This is an optimization exercise on Yosys and OpenROAD, whose aim is a short achievable clock period and few clock cycles, not a production implementation.
In this exercise RTL edits were held to simulation tests only and were not proved equivalent to the original.
Power and IR drop assume default switching activity.

File: design.v
module Adder(input [31:0] a, input [31:0] b, input cin, output [31:0] s, output cout);
  wire [31:0] g [0:5];
  wire [31:0] p [0:5];
  wire [31:0] p0 = a ^ b;
  assign g[0] = {a[31:1] & b[31:1], (a[0] & b[0]) | (p0[0] & cin)};
  assign p[0] = p0;
  genvar k, i;
  generate
    for (k = 1; k <= 5; k = k + 1) begin : lvl
      for (i = 0; i < 32; i = i + 1) begin : bt
        if (i >= (1 << (k - 1))) begin : op
          assign g[k][i] = g[k-1][i] | (p[k-1][i] & g[k-1][i - (1 << (k - 1))]);
          assign p[k][i] = p[k-1][i] & p[k-1][i - (1 << (k - 1))];
        end else begin : pass
          assign g[k][i] = g[k-1][i];
          assign p[k][i] = p[k-1][i];
        end
      end
    end
  endgenerate
  assign s = p0 ^ {g[5][30:0], cin};
  assign cout = g[5][31];
endmodule
module MIPS(input clk,input rst,
  output [31:0] imem_addr,input [31:0] imem_rdata,
  output [31:0] dmem_addr,output [31:0] dmem_wdata,output dmem_we,input [31:0] dmem_rdata);
  reg  [31:0] pcF;
  assign imem_addr = pcF;
  reg         bv0, bv1, bptr;
  reg  [31:0] bt0, bt1, bg0, bg1;
  wire        h0 = bv0 && (bt0 == pcF);
  wire        h1 = bv1 && (bt1 == pcF);
  wire        bhit = h0 | h1;
  wire [31:0] btgt = h0 ? bg0 : bg1;
  wire [31:0] pc4F = pcF + 32'd4;
  wire [31:0] ins = imem_rdata;
  wire [5:0] op = ins[31:26];
  wire [4:0] rs = ins[25:21];
  wire [4:0] rt = ins[20:16];
  wire [4:0] rd = ins[15:11];
  wire isR   = (op == 6'b000000);
  wire isI   = (op[5:3] == 3'b001);
  wire isLd  = (op == 6'b010000);
  wire isSt  = (op[5:3] == 3'b010) && (op[2:0] != 3'b000);
  wire isJ   = (op == 6'b011000);
  wire isJr  = (op == 6'b011001);
  wire isPj  = (op == 6'b011010);
  wire isBeq = (op == 6'b011011);
  wire isBne = (op == 6'b011100);
  wire isBr  = isBeq | isBne;
  wire [4:0] srcA = isPj ? 5'd29 : rs;
  wire useA = isR | isI | isLd | isSt | isJr | isBr | isPj;
  wire useB = isR | isSt | isBr | isPj;
  wire [4:0] dst = isR ? rd : (isPj ? 5'd29 : rt);
  wire wen = (isR | isI | isLd | isPj) && (dst != 5'd0);
  wire [2:0] fsel = isR ? ins[2:0] : (isI ? op[2:0] : 3'b000);
  wire [31:0] imm = {{16{ins[15]}}, ins[15:0]};
  wire [31:0] off = {{6{ins[25]}}, ins[25:0]};
  wire [31:0] rf [0:31];
  assign rf[0] = 32'd0;
  wire [31:0] rfA = rf[rs];
  wire [31:0] rfB = rf[rt];
  reg         wenE, ldE, stE, brE, beqE, jE, jrE, bhE;
  reg  [4:0]  dstE;
  reg  [4:0]  fE;
  reg  [31:0] aE, bE, sE, pcE, pc4E, tE;
  reg         fAM, fAW, fBM, fBW, fSM, fSW;
  reg         stallE;    
  reg         insV; reg [31:0] insT, insG;    
  reg         wenM, ldM, weM;
  reg  [4:0]  dstM;
  reg  [31:0] aluM, wdM, resW;
  wire ldDep = ldE && ((useA && srcA == dstE) || (useB && rt == dstE));
  wire [31:0] a  = fAM ? aluM : (fAW ? resW : aE);
  wire [31:0] b  = fBM ? aluM : (fBW ? resW : bE);
  wire [31:0] sd = fSM ? aluM : (fSW ? resW : sE);
  wire [31:0] sum, diff;
  wire        cSum, cDiff;
  Adder addE(a, b, 1'b0, sum, cSum);
  Adder subE(a, ~b, 1'b1, diff, cDiff);
  wire [31:0] alu = ({32{fE[0]}} & sum) | ({32{fE[1]}} & diff) | ({32{fE[2]}} & (a & b)) |
                    ({32{fE[3]}} & (a | b)) | {31'd0, fE[4] & !cDiff};
  wire eq = (a == sd);
  wire takenE = brE && (beqE ? eq : !eq);
  wire mispE = brE && (takenE != bhE);
  wire redirE = !stallE && (mispE | jE | jrE);
  wire [31:0] tgtE;
  wire        cTgt;
  Adder tgtA(pc4E, {tE[29:0], 2'b00}, 1'b0, tgtE, cTgt);
  wire [31:0] jrT;
  wire        cJr;
  Adder jrA(pc4E, {a[29:0], 2'b00}, 1'b0, jrT, cJr);
  wire [31:0] redirTgt = jrE ? jrT : ((takenE | jE) ? tgtE : pc4E);
  wire btbIns = !stallE && brE && takenE && !bhE;
  wire [31:0] wb = ldM ? dmem_rdata : aluM;
  always @(posedge clk or posedge rst) begin
    if (rst) begin
      pcF <= 32'd0;
      wenE <= 1'b0; ldE <= 1'b0; stE <= 1'b0; brE <= 1'b0; jE <= 1'b0; jrE <= 1'b0; stallE <= 1'b0;
      wenM <= 1'b0; ldM <= 1'b0; weM <= 1'b0;
      bv0 <= 1'b0; bv1 <= 1'b0; bptr <= 1'b0; insV <= 1'b0;
    end else begin
      if (redirE)
        pcF <= redirTgt;
      else if (!stallE)
        pcF <= bhit ? btgt : pc4F;
      if (stallE) begin
        stallE <= 1'b0;
      end else if (redirE) begin
        wenE <= 1'b0; ldE <= 1'b0; stE <= 1'b0; brE <= 1'b0; jE <= 1'b0; jrE <= 1'b0;
      end else begin
        wenE <= wen; ldE <= isLd && wen; stE <= isSt | isPj; brE <= isBr; jE <= isJ | isPj; jrE <= isJr;
        stallE <= ldDep;
      end
      wenM <= wenE && !stallE; ldM <= ldE && !stallE; weM <= stE && !stallE;
      insV <= btbIns;
      if (insV) begin
        if (bptr) bv1 <= 1'b1; else bv0 <= 1'b1;
        bptr <= ~bptr;
      end
    end
  end
  always @(posedge clk) begin
    if (stallE) begin
      aE  <= a;  fAM <= 1'b0; fAW <= fAM;
      bE  <= b;  fBM <= 1'b0; fBW <= fBM;
      sE  <= sd; fSM <= 1'b0; fSW <= fSM;
    end else begin
      beqE <= isBeq;
      bhE  <= bhit;
      dstE <= dst;
      fE   <= {fsel[2], fsel == 3'b011, fsel == 3'b010, fsel == 3'b001, fsel == 3'b000};
      aE   <= isPj ? rf[29] : rfA;
      bE   <= isR ? rfB : (isPj ? 32'd4 : imm);
      sE   <= rfB;
      pcE  <= pcF;
      pc4E <= pc4F;
      tE   <= (isJ | isPj) ? off : imm;
      fAM  <= wenE && dstE == srcA;
      fAW  <= !(wenE && dstE == srcA) && wenM && dstM == srcA;
      fBM  <= isR && wenE && dstE == rt;
      fBW  <= isR && !(wenE && dstE == rt) && wenM && dstM == rt;
      fSM  <= wenE && dstE == rt;
      fSW  <= !(wenE && dstE == rt) && wenM && dstM == rt;
    end
    dstM <= dstE;
    aluM <= alu;
    wdM  <= sd;
    resW <= wb;
    insT <= pcE;
    insG <= tgtE;
    if (insV) begin
      if (bptr) begin bt1 <= insT; bg1 <= insG; end
      else      begin bt0 <= insT; bg0 <= insG; end
    end
  end
  genvar g;
  generate
    for (g = 1; g < 32; g = g + 1) begin : regs
      reg [31:0] q;
      if (g == 29) begin : sp
        always @(posedge clk or posedge rst)
          if (rst) q <= 32'h000186A0;
          else if (wenM && dstM == g) q <= wb;
      end else begin : gp
        always @(posedge clk)
          if (wenM && dstM == g) q <= wb;
      end
      assign rf[g] = q;
    end
  endgenerate
  assign dmem_addr  = aluM;
  assign dmem_wdata = wdM;
  assign dmem_we    = weM;
endmodule
File: flow/run.sh
#!/bin/bash
set -euo pipefail
work=$(pwd)
bash standard.sh SYNTH_SCRIPT="$work/flow/synth_fast.tcl" ADDER_MAP_FILE= SETUP_SLACK_MARGIN=8.5 finish > make_finish.log 2>&1
File: flow/synth_fast.tcl
proc synth {args} { yosys synth -nofsm -noshare {*}$args }
# Map with a delay-driven ABC script in place of ORFS's abc_speed script.
proc abc {args} {
  set i [lsearch $args -script]
  set args [lreplace $args $i [expr {$i + 1}] -script "+strash;balance;rewrite;refactor;balance;rewrite,-z;refactor,-z;balance;dch,-f;map,-D,400;buffer,-c;topo;upsize,-c;dnsize,-c"]
  yosys abc {*}$args
}
source $::env(SCRIPTS_DIR)/synth.tcl
# left out here: clear keep_hierarchy, flatten, clean up, hide names made inside functions, write 1_2_yosys.v
File: constraint.sdc
create_clock -name core_clock -period 11.5 [get_ports {clk}]
set_input_delay 2.3000 -clock core_clock [delete_from_list [all_inputs] [get_ports {clk}]]
set_output_delay 2.3000 -clock core_clock [all_outputs]
set_load 0.01 [all_outputs]
File: standard.sh
#!/bin/bash
# synth_recipe.tcl (not shown) runs the flow's synth.tcl, then flattens the netlist and writes it again
# the make line also repeats each setting of config.mk as NAME=value (left out here)
make -C /OpenROAD-flow-scripts/flow DESIGN_CONFIG=/design/flow/config.mk WORK_HOME=/design/flow/orfs CLKGATE_MAP_FILE= SYNTH_SCRIPT=/design/flow/synth_recipe.tcl "${@:-finish}"
File: config.mk
export PLATFORM = sky130hd
export DESIGN_NAME = MIPS
export DESIGN_NICKNAME = MIPS
export VERILOG_FILES = /design/flow/design.v
export SDC_FILE = /design/flow/constraint.sdc
export NUM_CORES = 4
export LEC_CHECK = 0
export CAP_MARGIN = 20
export CORE_MARGIN = 2
export CORE_UTILIZATION = 40
export PLACE_DENSITY = 0.6
export SETUP_SLACK_MARGIN = 5
export SLEW_MARGIN = 20
==> summary.txt <==
Mapped Area -> 73510 sq um
Max Transition Viols Final -> 0
gpl congestion -> 1.020
Avg Cell Area, Syn -> 9.959 sq um
Seq pwr share -> 40.4%
multi-input logic area -> 33000 sq um
share of synthesized flip-flops with an asynchronous set or reset -> 5.108%
GR Layer Usage met3 -> 19.00%
CTS tree -> done
RSZ-0062 raised after global routing -> true
vias in the first global route -> 68030
clk buf depth -> 3
post-route setup slack -> 7.458 ns
IO Pins -> 163
Final Hold Viols -> 0
WL final -> 414100 microns
pre-CTS WS -> 4.887 ns
row cnt -> 157
NetSw -> 6.701 mW
layout cell share with drive strength beyond 1 -> 28.96%
Yosys Warn Count -> 2
via count -> 75730
Max Cap Viol -> 0
total congestion overflow -> 0
WP data required -> 12.20 ns
CP bufs+invs -> 5
hpwl dp -> 236400 microns
fraction of power spent switching nets -> 36.26%
FF/Latch Area -> 43020 sq um
Synth Net Count -> 7447
min Tclk post-route -> 4.042 ns
global routing usage on met1 -> 48.23%
DR WL/cell -> 37.97 microns
FF-to-FF End -> pcF[5]$_DFFE_PP0P_
Clock Latency Late Sink -> 0.90 ns
Total Die Area -> 187200 sq um
Port Buffer Count -> 162
Hold Path End -> insT[19]$_DFF_P_
first-pass GRT wire length -> 540000 microns
slew margin rel. -> 22.87%
f_max -> 0.2474 GHz
via-per-instance ratio -> 6.944
Comb power frac -> 29.8%
Max stage delay on crit path -> 0.48 ns
CP top delay family -> simple AND/OR/NAND/NOR gates
critical path launch point type -> input pin
CTS H-tree depth -> 4
Clk pin slew, worst setup/hold paths -> 0.06 ns
status -> complete, no violations
Internal Power -> 11.78 mW
Clock power frac -> 29.8%
Chip Height -> 432.7 microns
slowest CP cell -> nand4_1
# DRC -> 0
filler instances -> 15260
chip width -> 432.7 microns
largest net degree at the start of global routing -> 135
CP Cell Sequence -> buf_12 -> buf_16 -> inv_12 -> nand2_4 -> nor3_2 -> buf_12 -> buf_16 -> a22oi_1 -> nand4_1 -> a2111oi_2 -> nand4_1 -> nand2_1 -> o21ai_1
WS Path Type -> in -> reg
Core ar. -> 182900 sq um
Reg2Reg Depth -> 23
Netlist cell types -> 81
Worst Path Max Fanout -> 8
Setup-failing EPs final -> 0
TNS Setup -> 0 ns
min-delay src -> pcE[19]$_DFFE_PN_
Peak VDD IR -> 0.1263 mV
power per standard cell area -> 184.3 nW/um^2
Seq/Total Area, Yosys -> 58.25%
Initial Util -> 40.19%
grt peak-use layer -> met2
Clock Skews -> 0.08142 ns
RR Startpoint -> fAW$_DFF_P_
Worst-Margin Slew -> 1.157 ns
synthesized flop and latch total -> 1527
Final nets -> 8340
initial antenna violation count -> 36
Gate Count Post-Synth -> 7381
met2 Usage GRT -> 59.00%
number of enable flip-flop cells after synthesis -> 1184
Post-synth top flop -> edfxtp_1
worst reg-to-reg setup slack -> 7.84 ns
Leak -> 37.25 nW
type of the worst min-delay path -> reg -> reg
Syn-to-layout area delta -> 36.45%
DR pass1 iterations -> 15
Root Driver -> clkbuf_16
cts bufs inserted -> 165
period utilization -> 35.15%
CTS sink count -> 1527
remaining antenna violation count after routing -> 0
Hold Path Cell Cnt -> 0
crit end category -> register
GR Util All Layers -> 41.73%
Worst EP arrival -> 4.74 ns
DRT iter0 DRCs -> 15230
-- power by group through the flow --
stage / registers, mW / logic (mW) / clock network [mW]
after global routing: 7.46 / 5.69 / 5.69
after global placement: 7.64 / 3.78 / 0
final: 7.46 / 5.51 / 5.51
after detailed placement: 7.64 / 3.80 / 0
after floorplan: 7.27 / 2.21 / 0
after CTS: 7.42 / 4.90 / 5.47
-- flip-flops by register name (all words and copies together), names as in the netlist, 5 cells and up --
register and flops:
resW 32, insT 30, aE 32, wdM 32
fE 5, bt0 32, insG 32, dstE 5
tE 26, bE 32, aluM 32, pcE 32
bg1 30, pc4E 30, bt1 32, sE 32
dstM 5, regs.q 992, bg0 30, pcF 32
-- cells in the mapped netlist, types with 40 or more instances --
cell	count	area share [%]
a21oi_1	309	2.1
a221oi_1	92	1.1
a22o_1	41	0.49
a22oi_1	753	7.7
a31oi_1	93	0.79
buf_2	67	0.46
clkbuf_1	229	1.2
dfrtp_1	72	2.5
dfxtp_1	265	7.2
edfxtp_1	1184	48
inv_1	620	3.2
nand2_1	1388	7.1
nand3_1	259	1.8
nand4_1	334	2.8
nor2_1	510	2.6
nor3_1	62	0.42
nor4_1	41	0.35
o2111ai_1	41	0.49
o211ai_1	119	1.2
o21ai_0	301	2.0
o21ai_1	50	0.34
o22ai_1	81	0.69
xor2_1	40	0.48
-- placed cells by master, fill, tap and decap left out, drive strengths merged, types with 43 or more instances in the layout --
cell type	netlist	layout
a21oi	312	313
a221oi	92	92
a22oi	753	753
a31oi	94	95
buf	128	995
clkbuf	229	216
clkdlybuf4s50	0	48
clkinv	9	93
dfrtp	72	72
dfxtp	265	265
edfxtp	1184	1184
inv	630	607
nand2	1392	1392
nand3	261	261
nand4	335	335
nor2	513	514
nor3	64	64
nor4	43	43
o211ai	128	128
o21ai	352	352
o22ai	81	81
-- worst max path at each step --
stage / start / end / slack, ns / cells after the start
after global routing: imem_rdata[25] / aE[28]$_DFF_P_ / 7.49 / 14
after floorplan: imem_rdata[18] / bE[30]$_DFF_P_ / 7.44 / 12
after CTS: imem_rdata[20] / sE[31]$_DFF_P_ / 7.70 / 13
after global placement: imem_rdata[25] / aE[30]$_DFF_P_ / 4.83 / 12
final: imem_rdata[20] / sE[31]$_DFF_P_ / 7.46 / 13
after detailed placement: imem_rdata[25] / aE[16]$_DFF_P_ / 4.89 / 12
-- per-stage QoR --
stage / power, mW / utilization, % / area [sq um] / std cells / hold slack, ns
2_1_floorplan: 9.481 / - / 74720 / 7381 / 0.3233
3_3_place_gp: 11.41 / 43.00 / 78650 / 9779 / 0.3248
3_5_place_dp: 11.44 / 43.00 / 78650 / 9779 / 0.3269
4_1_cts: 17.78 / 52.64 / 96270 / 10720 / 0.3400
5_1_grt: 18.85 / 54.82 / 100300 / 10890 / 0.3467
6_report: 18.48 / 54.84 / 100300 / 10910 / 0.3388
-- kinds of logic (layout without fill, tap and decap cells) --
logic type | after synthesis | count (layout) | synth area share (%)
compound gates | 2102 | 2104 | 19.54
other cells | 0 | 28 | 0
xor+xnor | 55 | 55 | 0.6553
flops | 1527 | 1527 | 58.25
simple gates | 2701 | 2703 | 16.10
buf+inv | 996 | 2025 | 5.460
-- what timing repair did --
item                       4_1_cts  5_1_grt
setup buffers                  566      152
setup endpoints to repair      711      783
resized for setup             1990      530
pin swaps                      365      354
cloned                          66        8
hold buffers                     0        0
-- metal layers --
| metal | vias up | wire [microns] | share of wire [%] |
|---|---|---|---|
| met5 | - | 1596 | 0.39 |
| met4 | 48 | 45670 | 11 |
| met3 | 2475 | 67590 | 16 |
| met2 | 7637 | 165800 | 40 |
| met1 | 36130 | 133400 | 32 |
| li1 | 29440 | - | - |
-- layout make-up --
type / instances / share of cell area [%]
timing repair buffer: 1067 / 12.49
multi-input combinational: 4862 / 32.90
clock buffer: 209 / 4.352
timing repair inverter: 12 / 0.1522
clock inverter: 98 / 1.131
tap: 2464 / 3.074
sequential: 1527 / 42.89
antenna: 28 / 0.06986
inverter: 639 / 2.938
Testbench counts, summed over its fixed seeds: cycles 78,462.

separate check: timing with driven ports:
The results above use ideal ports. As a check the final layout listed here was re-extracted and re-timed, cells and wires unchanged. Step 1 (the two cells are an assumption about what drives the block):
set clk [get_ports {clk}]
set_driving_cell -lib_cell sky130_fd_sc_hd__clkbuf_16 $clk
set_driving_cell -lib_cell sky130_fd_sc_hd__buf_2 [delete_from_list [all_inputs] $clk]
Step 2 times the ports against the registers' clock, not the clock port: input delays grow and output delays shrink by t, the midpoint of the rising clock arrivals with the driver on. a / b / c = no drivers / after step 1 / after step 2; a / b = the first two.
t (ns): 0.943
slack for setup (ns): 7.458 / 7.367 / 6.424
worst setup path at the end: input to register
worst register clock-pin slew, ns: 0.07 / 0.07
After both steps this run still meets setup and hold. For this run, drivers alone change the setup slack by -0.091 ns; drivers and shift together by -1.034 ns.
